Background: an optimization exercise with open tools, aiming at small area. Do not read the settings as production practice.
Function was checked by simulation only, so behaviour that the tests miss may differ from the original.
Power is estimated from default activity; no workload was simulated.

==> design.v <==
`timescale 1ns / 1ps
module vga_top(ClkPort, BtnR, BtnC, BtnU, BtnD,
	vga_h_sync, vga_v_sync, vga_r, vga_g, vga_b,
	An0, An1, An2, An3,
	Ca, Cb, Cc, Cd, Ce, Cf, Cg, Dp);
	input 	ClkPort;
	input 	BtnR, BtnC, BtnU, BtnD;
	output 	vga_h_sync, vga_v_sync;
	output [2:0] vga_r;
	output [2:0] vga_g;
	output [1:0] vga_b;
	output 	An0, An1, An2, An3;
	output	Ca, Cb, Cc, Cd, Ce, Cf, Cg, Dp;
	wire clk = ClkPort;
	wire rst = BtnR;
	function [9:0] coin_y;
		input [2:0] j;
		input [3:0] l;
		begin
			case ({j, l})
				{3'd0, 4'd0}: coin_y = 60;  {3'd0, 4'd1}: coin_y = 61;
				{3'd0, 4'd2}: coin_y = 63;  {3'd0, 4'd3}: coin_y = 67;
				{3'd0, 4'd4}: coin_y = 75;  {3'd0, 4'd5}: coin_y = 90;
				{3'd0, 4'd6}: coin_y = 120; {3'd0, 4'd7}: coin_y = 180;
				{3'd0, 4'd8}: coin_y = 300; {3'd0, 4'd9}: coin_y = 284;
				{3'd0, 4'd10}: coin_y = 252; {3'd0, 4'd11}: coin_y = 188;
				{3'd1, 4'd0}: coin_y = 110; {3'd1, 4'd1}: coin_y = 111;
				{3'd1, 4'd2}: coin_y = 113; {3'd1, 4'd3}: coin_y = 117;
				{3'd1, 4'd4}: coin_y = 125; {3'd1, 4'd5}: coin_y = 140;
				{3'd1, 4'd6}: coin_y = 170; {3'd1, 4'd7}: coin_y = 230;
				{3'd1, 4'd8}: coin_y = 170; {3'd1, 4'd9}: coin_y = 154;
				{3'd1, 4'd10}: coin_y = 122; {3'd1, 4'd11}: coin_y = 238;
				{3'd2, 4'd0}: coin_y = 160; {3'd2, 4'd1}: coin_y = 161;
				{3'd2, 4'd2}: coin_y = 163; {3'd2, 4'd3}: coin_y = 167;
				{3'd2, 4'd4}: coin_y = 175; {3'd2, 4'd5}: coin_y = 190;
				{3'd2, 4'd6}: coin_y = 220; {3'd2, 4'd7}: coin_y = 280;
				{3'd2, 4'd8}: coin_y = 220; {3'd2, 4'd9}: coin_y = 204;
				{3'd2, 4'd10}: coin_y = 172; {3'd2, 4'd11}: coin_y = 288;
				{3'd3, 4'd0}: coin_y = 120; {3'd3, 4'd1}: coin_y = 121;
				{3'd3, 4'd2}: coin_y = 123; {3'd3, 4'd3}: coin_y = 127;
				{3'd3, 4'd4}: coin_y = 135; {3'd3, 4'd5}: coin_y = 150;
				{3'd3, 4'd6}: coin_y = 180; {3'd3, 4'd7}: coin_y = 240;
				{3'd3, 4'd8}: coin_y = 160; {3'd3, 4'd9}: coin_y = 144;
				{3'd3, 4'd10}: coin_y = 312; {3'd3, 4'd11}: coin_y = 248;
				{3'd4, 4'd0}: coin_y = 90;  {3'd4, 4'd1}: coin_y = 91;
				{3'd4, 4'd2}: coin_y = 93;  {3'd4, 4'd3}: coin_y = 97;
				{3'd4, 4'd4}: coin_y = 105; {3'd4, 4'd5}: coin_y = 120;
				{3'd4, 4'd6}: coin_y = 150; {3'd4, 4'd7}: coin_y = 210;
				{3'd4, 4'd8}: coin_y = 330; {3'd4, 4'd9}: coin_y = 314;
				{3'd4, 4'd10}: coin_y = 282; {3'd4, 4'd11}: coin_y = 218;
				default: coin_y = 0;
			endcase
		end
	endfunction
	reg [11:0] div;
	always @(posedge clk, posedge rst)
		if (rst) div <= 0;
		else div <= div + 1'b1;
	wire tick_x     = (div[8:0] == 9'h0ff);
	wire tick_fly   = (div[9:0] == 10'h1ff);
	wire tick_flash = (div[11:0] == 12'h7ff);
	reg [9:0] cx, cy;
	reg hs, vs, de;
	always @(posedge clk, posedge rst)
		if (rst) begin
			cx <= 0; cy <= 0; hs <= 0; vs <= 0; de <= 0;
		end else begin
			cx <= (cx == 10'd800) ? 10'd0 : cx + 1'b1;
			if (cy == 10'd521) cy <= 0;
			else if (cx == 10'd800) cy <= cy + 1'b1;
			hs <= (cx > 655) && (cx < 752);
			vs <= (cy == 490) || (cy == 491);
			de <= (cx < 640) && (cy < 480);
		end
	assign vga_h_sync = ~hs;
	assign vga_v_sync = ~vs;
	reg [1:0] xs;       
	reg [9:0] p;        
	reg [2:0] ic;       
	reg shc;            
	reg [1:0] os;       
	reg [31:0] lc;      
	reg [1:0] fs;       
	reg [7:0] a;        
	reg [4:0] show;
	reg flash;
	reg gz;
	reg [3:0] d0, d1, d2;
	reg th;
	reg [3:0] sc0, sc1, sc2, sc3, sc4;
	reg [3:0] lf;
	reg pend;
	wire q_Lose = (os == 2'd2);
	wire q_Initial = (os == 2'd0);
	wire adv = (p == 10'd270) || (p == 10'd128) || (p == 10'd688) || (p == 10'd546) || (p == 10'd404);
	wire at230 = (p == 10'd271) || (p == 10'd129) || (p == 10'd689) || (p == 10'd547) || (p == 10'd405);
	reg [2:0] ic_n;
	always @(*) begin
		ic_n = ic;
		if (tick_x) begin
			if (xs == 2'd0) ic_n = 3'd2;
			else if (xs == 2'd1 && adv) ic_n = (ic == 3'd4) ? 3'd0 : ic + 1'b1;
		end
	end
	wire chg = (ic_n != ic);
	wire [2:0] icw = (ic_n >= 3'd3) ? ic_n - 3'd3 : ic_n + 3'd2;
	always @(posedge clk, posedge rst)
		if (rst) begin
			xs <= 0; p <= 10'd61; ic <= 3'd2; shc <= 0;
		end else begin
			ic <= ic_n;
			if (tick_x) case (xs)
				2'd0: begin
					p <= 10'd61;
					if (BtnC) xs <= 2'd1;
				end
				2'd1: begin
					if (q_Lose) xs <= 2'd2;
					p <= (p == 0) ? 10'd701 : p - 1'b1;
					shc <= at230;
				end
				default: if (BtnD) xs <= 2'd0;
			endcase
		end
	always @(posedge clk, posedge rst)
		if (rst) begin
			sc0 <= 0; sc1 <= 0; sc2 <= 0; sc3 <= 0; sc4 <= 0; lf <= 0; pend <= 0;
		end else begin
			pend <= chg & ic_n[0] & ~ic[0];
			if (pend) lf <= (lf == 4'd11) ? 4'd0 : lf + 1'b1;
			if (chg) case (icw)
				3'd0: sc0 <= lf;
				3'd1: sc1 <= lf;
				3'd2: sc2 <= lf;
				3'd3: sc3 <= lf;
				default: sc4 <= lf;
			endcase
		end
	always @(posedge clk, posedge rst)
		if (rst) begin
			fs <= 0; a <= 8'd55;
		end else if (tick_fly) case (fs)
			2'd0: begin
				a <= 8'd55;
				if (BtnC) fs <= 2'd1;
			end
			2'd1: begin
				if (q_Lose) fs <= 2'd2;
				else if (BtnU && a > 8'd1) a <= a - 1'b1;
				else if (BtnD && a < 8'd155) a <= a + 1'b1;
			end
			default: if (BtnC) fs <= 2'd0;
		endcase
	wire hx0 = (p >= 231) && (p <= 309);
	wire hx1 = (p >= 89) && (p <= 167);
	wire hx2 = (p >= 649) || (p <= 25);
	wire hx3 = (p >= 507) && (p <= 585);
	wire hx4 = (p >= 365) && (p <= 443);
	wire hit = (hx0 && (a >= 83 || a <= 12)) || (hx1 && (a >= 76 || a <= 25)) ||
		(hx2 && (a >= 88 || a <= 37)) || (hx3 && (a >= 83 || a <= 27)) ||
		(hx4 && (a >= 93 || a <= 20));
	always @(posedge clk, posedge rst)
		if (rst) begin
			os <= 0; lc <= 0;
		end else case (os)
			2'd0: if (BtnC) os <= 2'd1;
			2'd1: if (hit) os <= 2'd2;
			default: begin
				lc <= lc + 1;
				if (BtnC && !lc[31] && lc[30:0] >= 1600) begin
					os <= 2'd0;
					lc <= 0;
				end
			end
		endcase
	wire cx0 = (p >= 272) && (p <= 309);
	wire cx1 = (p >= 130) && (p <= 167);
	wire cx2 = (p >= 690) || (p <= 25);
	wire cx3 = (p >= 548) && (p <= 585);
	wire cx4 = (p >= 406) && (p <= 443);
	reg [2:0] cj;
	reg [3:0] cl;
	always @(*) begin
		cj = 3'd0; cl = sc0;
		if (cx1) begin cj = 3'd1; cl = sc1; end
		if (cx2) begin cj = 3'd2; cl = sc2; end
		if (cx3) begin cj = 3'd3; cl = sc3; end
		if (cx4) begin cj = 3'd4; cl = sc4; end
	end
	wire [9:0] cyc = coin_y(cj, cl);
	wire [10:0] cdiff = {1'b0, a, 2'b00} + 11'd19 - {1'b0, cyc};
	wire ccond = (cx0 || cx1 || cx2 || cx3 || cx4) && (cdiff <= 11'd39);
	always @(posedge clk, posedge rst)
		if (rst) begin
			gz <= 0; d0 <= 0; d1 <= 0; d2 <= 0; th <= 0;
		end else begin
			gz <= ccond;
			if (ccond && !gz) begin
				if (th && d2 == 0 && d1 == 2 && d0 == 3) begin
					th <= 0; d1 <= 0; d0 <= 0;
				end else if (d0 != 9) d0 <= d0 + 1'b1;
				else begin
					d0 <= 0;
					if (d1 != 9) d1 <= d1 + 1'b1;
					else begin
						d1 <= 0;
						if (d2 != 9) d2 <= d2 + 1'b1;
						else begin
							d2 <= 0; th <= 1;
						end
					end
				end
			end
		end
	always @(posedge clk, posedge rst)
		if (rst) show <= 0;
		else if (tick_x) begin
			if (shc) show <= {show[0], show[4], 1'b1, show[2], show[1]};
			else begin
				show <= q_Initial ? 5'b0 : show;
				if (gz) show[0] <= 1'b0;
			end
		end
	always @(posedge clk, posedge rst)
		if (rst) flash <= 0;
		else if (tick_flash) flash <= q_Lose ? ~flash : 1'b0;
	wire [10:0] s = {1'b0, p} + 11'd800 - {1'b0, cx};
	function inr;
		input [10:0] v;
		input integer lo, hi;
		inr = (v >= lo + 800) && (v <= hi + 800);
	endfunction
	wire px0 = inr(s, 0, 61);
	wire px1 = inr(s, -142, -81) || inr(s, 560, 621);
	wire px2 = inr(s, -284, -223) || inr(s, 418, 479);
	wire px3 = inr(s, -426, -365) || inr(s, 276, 337);
	wire px4 = inr(s, -568, -507) || inr(s, 134, 195);
	wire Pipe = (px0 && (cy <= 50 || cy >= 350)) || (px1 && (cy <= 100 || cy >= 320)) ||
		(px2 && (cy <= 150 || cy >= 370)) || (px3 && (cy <= 110 || cy >= 350)) ||
		(px4 && (cy <= 80 || cy >= 390));
	wire kx0 = inr(s, 41, 61);
	wire kx1 = inr(s, -101, -81) || inr(s, 601, 621);
	wire kx2 = inr(s, -243, -223) || inr(s, 459, 479);
	wire kx3 = inr(s, -385, -365) || inr(s, 317, 337);
	wire kx4 = inr(s, -527, -507) || inr(s, 175, 195);
	reg [2:0] kj;
	always @(*) begin
		kj = 3'd0;
		if (kx1) kj = 3'd1;
		if (kx2) kj = 3'd2;
		if (kx3) kj = 3'd3;
		if (kx4) kj = 3'd4;
	end
	wire [2:0] krel = (kj >= ic) ? kj - ic : kj + 3'd5 - ic;
	wire [2:0] ic2 = (ic >= 3'd3) ? ic - 3'd3 : ic + 3'd2;
	reg [3:0] kl;
	always @(*)
		if (kj == ic2) kl = lf;
		else case (kj)
			3'd0: kl = sc0;
			3'd1: kl = sc1;
			3'd2: kl = sc2;
			3'd3: kl = sc3;
			default: kl = sc4;
		endcase
	wire [9:0] kyc = coin_y(kj, kl);
	wire [10:0] kdiff = {1'b0, cy} - {1'b0, kyc};
	wire Coin = (kx0 || kx1 || kx2 || kx3 || kx4) && show[krel] && (kdiff <= 11'd20);
	wire [7:0] bdy = cy[9:2] - a;
	wire Bird = (cx >= 230) && (cx <= 249) && (bdy <= 8'd4);
	reg rr, gg, bb;
	always @(posedge clk, posedge rst)
		if (rst) begin
			rr <= 0; gg <= 0; bb <= 0;
		end else begin
			rr <= Bird & de;
			gg <= Pipe & de;
			bb <= (flash | Coin) & de;
		end
	assign vga_r = {rr, rr, rr};
	assign vga_g = {gg, gg, gg};
	assign vga_b = {bb, bb};
	wire [1:0] scan = div[8:7];
	assign An0 = !(scan == 2'd0);
	assign An1 = !(scan == 2'd1);
	assign An2 = !(scan == 2'd2);
	assign An3 = !(scan == 2'd3);
	reg [3:0] digit;
	always @(*)
		case (scan)
			2'd0: digit = d0;
			2'd1: digit = d1;
			2'd2: digit = d2;
			default: digit = 4'd0;
		endcase
	reg [6:0] seg;
	always @(*)
		case (digit)
			4'd0: seg = 7'b0000001;
			4'd1: seg = 7'b1001111;
			4'd2: seg = 7'b0010010;
			4'd3: seg = 7'b0000110;
			4'd4: seg = 7'b1001100;
			4'd5: seg = 7'b0100100;
			4'd6: seg = 7'b0100000;
			4'd7: seg = 7'b0001111;
			4'd8: seg = 7'b0000000;
			default: seg = 7'b0000100;
		endcase
	assign {Ca, Cb, Cc, Cd, Ce, Cf, Cg, Dp} = {seg, 1'b1};
endmodule
==> run.sh <==
#!/bin/bash
# synth_recipe.tcl (not shown) runs the flow's synth.tcl, then flattens the netlist and writes it again
# the make line also repeats each setting of config.mk as NAME=value (left out here)
make -C /OpenROAD-flow-scripts/flow DESIGN_CONFIG=/design/flow/config.mk WORK_HOME=/design/flow/orfs CLKGATE_MAP_FILE= SYNTH_SCRIPT=/design/flow/synth_recipe.tcl finish
==> config.mk <==
export PLATFORM = sky130hd
export DESIGN_NAME = vga_top
export DESIGN_NICKNAME = vga_top
export VERILOG_FILES = /design/flow/design.v
export SDC_FILE = /design/flow/constraint.sdc
export NUM_CORES = 4
export LEC_CHECK = 0
export CAP_MARGIN = 20
export CORE_MARGIN = 2
export CORE_UTILIZATION = 40
export PLACE_DENSITY = 0.6
export SLEW_MARGIN = 20
==> constraint.sdc <==
create_clock -name core_clock -period 20.0 [get_ports {ClkPort}]
set_input_delay 4.0000 -clock core_clock [delete_from_list [all_inputs] [get_ports {ClkPort}]]
set_output_delay 4.0000 -clock core_clock [all_outputs]
set_load 0.01 [all_outputs]
==> run notes <==
* Run status: finished clean
* Overall Power at 627 uW
* DIE AREA at 0.0329 mm2
* CORE AREA at 0.0308 mm2
* Fraction of registers with async set/reset at 100%
* Initial antenna violation count at 0
* Synth cell count leaders: nor2_1, nand2_1, dfrtp_1, ha_1, a21oi_1
* Post-CTS Hold Fix Bufs at 0
* Routed wire per std cell at 17.2 um
* Pwr/cell area at 45.9 mW/mm2
* Root buf cell: clkbuf_16
* Reg2Reg Capture Point: bb
* IO Pins at 27
* Largest net degree at the start of global routing at 89
* Num CTS Buffers at 17
* CTS tree: built
* RSZ-0062 raised after global routing: no
* Cell with the most instances after synthesis: nor2_1
* GRT Residual Overflow at 0
* Routability cong. at 0.948
* Total of max-cap violations at 0
* Final WS setup at about 12000 ps
* Port buffer count at 25
* Seq/Total Area, Yosys at 28.5%
* Worst Hold Launch: div[11]
* Setup CP Type: reg -> reg
* Worst Path Required at 20350 ps
* Vias at between 10000 and 15000
* Busiest grt layer: met2
* Final instance area at 0.0137 mm2
* Slowest CP cell: mux2i_1
* CP max stage delay at 700 ps
* Post-synthesis cell count at 1550
* VDD IR-drop max at 0.0567 mV
* Total track usage at between 20% and 30%
* Hold Path End: div[11]
* Die Span Y at 181 um
* Fin. Hold Viols at 0
* First-pass GRT wire length at 55.1 mm
* Final WL at 33.3 mm
* Final #Nets at between 1500 and 2000
* Synth unique cells at 100
* M3 GR Usage at 2.99%
* DP Area at 0.0130 mm2
* Count of final setup violators at 0
* GR Util met2 at 32.0%
* Post-synthesis average cell area at 8.12 um2
* Post-route antenna net violation count at 0
* DRC at 0
* CP delay by family, top: compound AO/OA/AOI/OAI gates
* Min cycle time layout at 8050 ps
* Max Slew Vio Count at 0
* Synthesis Warnings at 1
* Type of the worst min-delay path: reg -> reg
* Post-CTS Setup Repair Bufs at 0
* Top cells by area, synth: dfrtp_1, ha_1, nor2_1
* Post-synth EDFFs at 0
* # H-tree levels at 4
* 1st-iter DRT viols at 1074
* Clock sink count at 143
* Initial core utilization at 40.8%
* Hold depth at 1
* Number of gates resized after CTS at 0
* Type of origin of the critical path: register
* Syn_nets at 1673
* Sum Neg Setup Slack at 0 ps
* Util after Layout at 44.3%
* Worst-margin pin slew at ~1000 ps
* GR Util met1 at 28.9%
* Crit Path Max Fanout at 11
* Area grow syn2layout at 8.51%
* RR Startpoint: p[0]
* Setup slack after placement at 12090 ps
* Flops & latches, synth at 143
* Top_reg_cell synth: dfrtp_1
* Flop2flop setup slack at 11950 ps
* Die width at 181 um
* # diodes at 0
* Post-Synthesis Cell Area at 0.0126 mm2
* Leakage at 6.11 nW
* Area leader, netlist: dfrtp_1
* Skew final at 11.6 ps
* Period utilization at 40.2%
* Drt pass-1 iters at 6
* CP Capture Type: register
* Clk buf depth at 2
* Top-area cell type share of the netlist area at 26.2%
* Fill count at 3009
* Reg2Reg Depth at 31
* Worst slew margin at 32.1%
* Vias in the first global route at between 10000 and 15000
* Clock slew at reported path FFs at 70 ps
* Worst skew pair latency at 430 ps
* Rows at 64
* CP bufs+invs at 4
* Max frequency at 0.124 GHz
* Dpl hpwl at about 25 mm
* CP arrival at 8400 ps
* DR vias/cell at 5.91
* Share of post-route cells with drive strength above 1 at 7.03%
==> state kept, by name (all words and copies together) (netlist names), 3 cells and up <==
name	flops
a	8
cx	10
cy	10
d0	4
d1	4
d2	4
div	12
ic	3
lc	32
lf	4
p	10
sc0	4
sc1	4
sc2	4
sc3	4
sc4	4
show	5
==> cells in the final DEF, fill, tap and decap left out, types with 9 or more instances in the layout <==
cell,count
a211oi_1,22
a31oi_1,23
clkbuf_16,17
nand2b_1,22
clkdlybuf4s50_1,25
xor2_1,34
xnor2_1,39
nor2b_1,16
and3_1,12
a21oi_1,104
nor4_1,17
ha_1,115
nor3_1,31
nand4_1,30
dfstp_2,11
o21a_1,11
a21o_1,20
mux2i_1,29
nand3_1,55
o211ai_1,13
nor2_1,175
o31ai_1,10
a22oi_1,9
inv_1,96
or3_1,11
mux2_2,27
o21ai_0,84
o22ai_1,23
nand2_1,146
dfrtp_1,132
==> layer usage <==
metal / vias to the layer above / share of wire, %
li1: 5530 / -
met1: 5394 / 47
met2: 429 / 45
met3: 63 / 6.0
met4: 0 / 2.0
met5: - / 0
==> logic make-up (layout without fill, tap and decap cells) <==
kind of cell	Yosys count	in the layout	share of synthesized area (%)
other cells	1	1	0.0298
flops	143	143	28.5
fa+ha+maj	118	118	11.9
buf+inv	177	164	5.82
compound gates	415	415	21.7
simple gates	561	561	21.3
xor+xnor	75	75	5.34
mux	60	60	5.32
==> how the worst max path moves through the flow <==
stage / startpoint / to / cells past startpoint
3_5_place_dp: p[0] / bb / 30
3_3_place_gp: p[0] / bb / 30
4_1_cts: p[0] / bb / 30
2_1_floorplan: BtnR / a[3] / 1
5_1_grt: p[0] / d1[3] / 30
6_report: p[0] / bb / 31
==> area by class of cell <==
type | instances | area, um2 | area share [%]
Clock buffer | 20 | 467 | 3.42
Tap cell | 396 | 495 | 3.63
Multi-Input combinational cell | 1230 | 8280 | 60.6
Inverter | 100 | 380 | 2.78
Clock inverter | 12 | 148 | 1.08
Timing Repair Buffer | 32 | 303 | 2.22
Sequential cell | 143 | 3590 | 26.3
==> report_power, final <==
| group | total [mW] | switching (mW) | internal [mW] |
|---|---|---|---|
| clock network | 0.330 | 0.133 | 0.197 |
| logic | 0.00758 | 0.00647 | 0.00111 |
| registers | 0.289 | 0 | 0.289 |
==> per-stage QoR <==
stage	hold slack (ps)	std cells
2_1_floorplan	433	1550
3_3_place_gp	450	1901
3_5_place_dp	453	1901
4_1_cts	465	1933
5_1_grt	493	1933
6_report	459	1933

==> what the ideal ports hide <==
No port has a modelled driver above. Below, the same layout with a new extraction and two added sets of constraints. Step 1 assumes that a clkbuf_16 drives the clock port and a buf_2 every other input. Step 2 also shifts input and output timing later by t, the mid clock arrival at the registers, as if the neighbouring blocks saw the same clock. Three values: no drivers, after step 1, after step 2; two values: the first two.
t, ns: 0.470
setup WS [ns]: 11.954 / 11.954 / 11.954
pins driven straight from the clock port: 1
After both steps this run still meets setup and hold. The setup slack of this run moves by 0.000 ns with the drivers and by 0.000 ns with both steps.
